What follows belongs to an exercise in optimizing a design on an open flow for small area and a short achievable clock period; a production flow would make more cautious choices.
The RTL was checked by simulation tests, not by an equivalence proof against the original design.

red:
Design fft, start of the top module:
module fft(
	input wire			clk,
	input wire			rst_n,
	input wire[16:0]	data_i0_R,
	input wire[16:0]	data_i0_I,
	input wire[16:0]	data_i1_R,
	input wire[16:0]	data_i1_I,
	output reg[16:0]	data_o0_R,
	output reg[16:0]	data_o0_I,
	output reg[16:0]	data_o1_R,
	output reg[16:0]	data_o1_I
);
For scale: about 6400 cells after synthesis, ~1200 flip-flops, roughly 64000 µm² of cells after synthesis.
clock: 7.5 ns
lec_check: 0
cap_margin: 20
core_margin: 2
core_utilization: 50
cts_cluster_diameter: 100
cts_cluster_size: 20
setup_slack_margin: 3.55
slew_margin: 20
run.sh (not shown) runs the stock make flow with config.mk's settings and CLKGATE_MAP_FILE= SYNTH_SCRIPT=/design/flow/synth_recipe.tcl, a recipe that flattens the netlist after the stock synthesis.
Relative to red, the following input files were edited for blue:
--- a/flow/config.mk
+++ b/flow/config.mk
@@ -9,6 +9,6 @@
 export CORE_MARGIN = 2
-export CORE_UTILIZATION = 50
+export CORE_UTILIZATION = 45
 export CTS_CLUSTER_DIAMETER = 100
 export CTS_CLUSTER_SIZE = 20
-export SETUP_SLACK_MARGIN = 3.55
+export SETUP_SLACK_MARGIN = 3.5
 export SLEW_MARGIN = 20
Findings:
Time the worst path needs with I/O delays and setup up 110 ps in blue wrt red. blue: done, clean on timing, DRC and antenna. The final layout from red, which completed every stage, passed the timing, design-rule and antenna checks at the end of the flow. [compare] base=red new=blue: share of the yosys chip area belonging to registers roughly the same, clock network area share rose 0.18 points, area added between synthesis and finish now sits lower, routed wire length now sits lower. blue against red: number of hold violations in the final report held steady; clock buffer instance count of the final layout moved up; tap cell instance count increased by 228 relative to the old numbers.

## tundra
fft again, from the RTL that the note above started with.
Settings: LEC_CHECK=0, CAP_MARGIN=20, CORE_MARGIN=2, CORE_UTILIZATION=52, CTS_CLUSTER_DIAMETER=100, CTS_CLUSTER_SIZE=20, SETUP_SLACK_MARGIN=3.45, SLEW_MARGIN=20; clock period 7.5 ns.
Both conditions hold for tundra: the flow ran to the end and the final layout passed the timing, design-rule and antenna checks.
For indigo, these inputs were changed with respect to tundra:
- CORE_UTILIZATION: 52 -> 50
- SETUP_SLACK_MARGIN: 3.45 -> 3.9
[summary]
Having completed the whole flow, indigo delivered a layout that passed the timing, design-rule and antenna checks.
indigo vs. tundra: post-CTS setup buffer count went up by 177.
Taking tundra as 1.0, indigo lands at 1.06 on area of all placed cells without fillers.
First-pass GRT wire length in indigo vs tundra: up 10000 um
Looking at total number of nets in the final design, indigo sits 213 above tundra.
Cmp indigo vs tundra: first-iteration DRC count lower in indigo
Diff tundra and indigo: smallest setup slack after layout higher in indigo
indigo vs. tundra: initial standard-cell utilization of the core now smaller.

job 4489:
fft again, from the RTL that the note above started with.
Settings: LEC_CHECK=0, CAP_MARGIN=20, CORE_MARGIN=2, CORE_UTILIZATION=50, CTS_CLUSTER_DIAMETER=100, CTS_CLUSTER_SIZE=20, PLACE_DENSITY=0.65, SETUP_SLACK_MARGIN=3.6, SLEW_MARGIN=20; clock period 7.5 ns.
Job 4489 ran to completion and came out clean on the timing, design-rule and antenna checks.
The inputs of job 2851 differ from those of job 4489 as listed below.
Settings: setting GPL_ROUTABILITY_DRIVEN to 0 for the first time; changing SETUP_SLACK_MARGIN from 3.6 to 3.5; removing PLACE_DENSITY (formerly 0.65).
### Flow results
Against job 4489, job 2851 reports a setup slack of the critical path after layout that is lower. Note that the count of buffers not belonging to the clock network in the layout recorded for job 2851 amounts to 0.809 times the value seen in job 4489. Going from job 4489 to job 2851, final clock period utilization by the worst path grows by 0.86 points. The number of nets in the layout reported for job 2851 is smaller than that of job 4489 by 0.94%. Diff job 4489 -> job 2851 | cell count | down slightly. Summary of job 2851 over job 4489: register-to-register path setup slack went down; clock-buffer cell count lower.
Input-level comparison between job 7244 and job 2851:
Settings: removing GPL_ROUTABILITY_DRIVEN (formerly 0); changing SETUP_SLACK_MARGIN from 3.5 to 3.6.
[summary]
- The clock tree skew after final layout in job 7244 sits 0.0037 ns above the value recorded for job 2851.
- Per the comparison of job 7244 with job 2851, final-stage net count up 57, fraction of the cycle the final worst path needs moved down, global-route wire length before repair higher.
- Job 7244 closes out successfully: all stages finished, all timing, DRC and antenna checks passed.
- Job 2851 was carried through to the last stage, and its layout satisfied the timing, design-rule and antenna checks.
- Delta (job 7244 minus job 2851): register-to-register slack now sits higher; final area up 1.4%; fraction of layout instances using a drive strength above 1 rose 2.3 points; total length of routed wires went up by 1.3%.
Inputs modified between job 7244 and job 7624:
Settings: CTS_CLUSTER_SIZE: 20 -> 18; SETUP_SLACK_MARGIN: 3.6 -> 3.5; CTS_CLUSTER_DIAMETER: 100 -> 120.
==> run notes <==
The lower met2 layer usage reported by global route of job 7244 and job 7624 is in job 7624. Looking at length of routed met3 wiring, job 7624 sits 3.2% higher than job 7244 does. Of the two values seen for busiest layer in global routing, met2 was produced by job 7244 and met1 by job 7624. The post-CTS clock slew at the launch and capture registers of the worst setup and hold paths on job 7624 is in line with that on job 7244. Delta (job 7624 minus job 7244): non-clock buffer count saw a decrease, cell area went down about 1.1%. Looking at launch point of the worst path, the HV_1_I[11]$_DFF_P_ result is from job 7244; the HV_1_R[12]$_DFF_P_ one comes from job 7624. [job 7624 vs job 7244] combined area of the multi-input logic cells: lower in job 7624. Summary — via count, job 7624 relative to job 7244: lower, by 177. Of the two values seen for slowest library cell on the worst path, sky130_fd_sc_hd__fa_1 was produced by job 7244 and sky130_fd_sc_hd__a222oi_1 by job 7624. Summary of job 7624 over job 7244: routed length on met2 went up by 0.49%, fraction of final layout cells sized beyond drive strength 1 went down by 1.9 points, half-perimeter wire length of the detailed placement result went up by about 1.3%.
Here is what was changed in the inputs of job 5570 compared with job 7624.
Settings: putting TNS_END_PERCENT at 50 where nothing was set; swapping 18 for 20 in CTS_CLUSTER_SIZE; swapping 120 for 100 in CTS_CLUSTER_DIAMETER.
[summary]
- The final layouts of job 5570 and job 7624 pass the timing, design-rule and antenna checks.
- Re number of non-clock inverters: no difference whatsoever between job 7624 and job 5570.
- Non-clock buffer instance count of the final layout was higher in the run labelled job 7624.
- From job 7624 to job 5570 the numbers moved as follows: critical path arrival closely matched the old numbers; mean post-synth cell area level.

==> what the ideal ports hide <==
No port has a modelled driver above. Below, the same layouts with a new extraction and two added sets of constraints. Step 1 sets driving cells, clkbuf_16 on the clock port and buf_2 on the other inputs (assumed; they add their load-dependent delay and slew). Step 2 moves the port delays by t, midway between the first and last clock arrival at a register: inputs arrive t later, outputs are due t later. That takes back most of the time a late clock gives input paths. Three values: no drivers, after step 1, after step 2; two values: the first two.
run | t (ns) | slack for setup (ns) | latest minus earliest clock arrival (ns) | worst data-port slew with drivers (ns)
red | 0.786 | 3.454 / 3.454 / 2.852 | 0.040 / 0.039 | 0.05
blue | 0.792 | 3.349 / 3.349 / 2.787 | 0.041 / 0.041 | 0.05
tundra | 0.764 | 3.389 / 3.389 / 2.748 | 0.046 / 0.046 | 0.08
indigo | 0.798 | 3.495 / 3.495 / 3.089 | 0.031 / 0.031 | 0.05
job 4489 | 0.799 | 3.382 / 3.382 / 2.865 | 0.043 / 0.043 | 0.05
job 2851 | 0.788 | 3.317 / 3.317 / 2.795 | 0.033 / 0.033 | 0.07
job 7244 | 0.784 | 3.474 / 3.474 / 2.879 | 0.037 / 0.037 | 0.07
job 7624 | 0.796 | 3.404 / 3.404 / 2.747 | 0.041 / 0.041 | 0.08
job 5570 | 0.790 | 3.335 / 3.335 / 2.774 | 0.041 / 0.041 | 0.08
After both steps every run listed still meets setup and hold. The setup slack of job 7624, which loses most, moves by 0.000 ns with the drivers and by -0.657 ns with both steps.
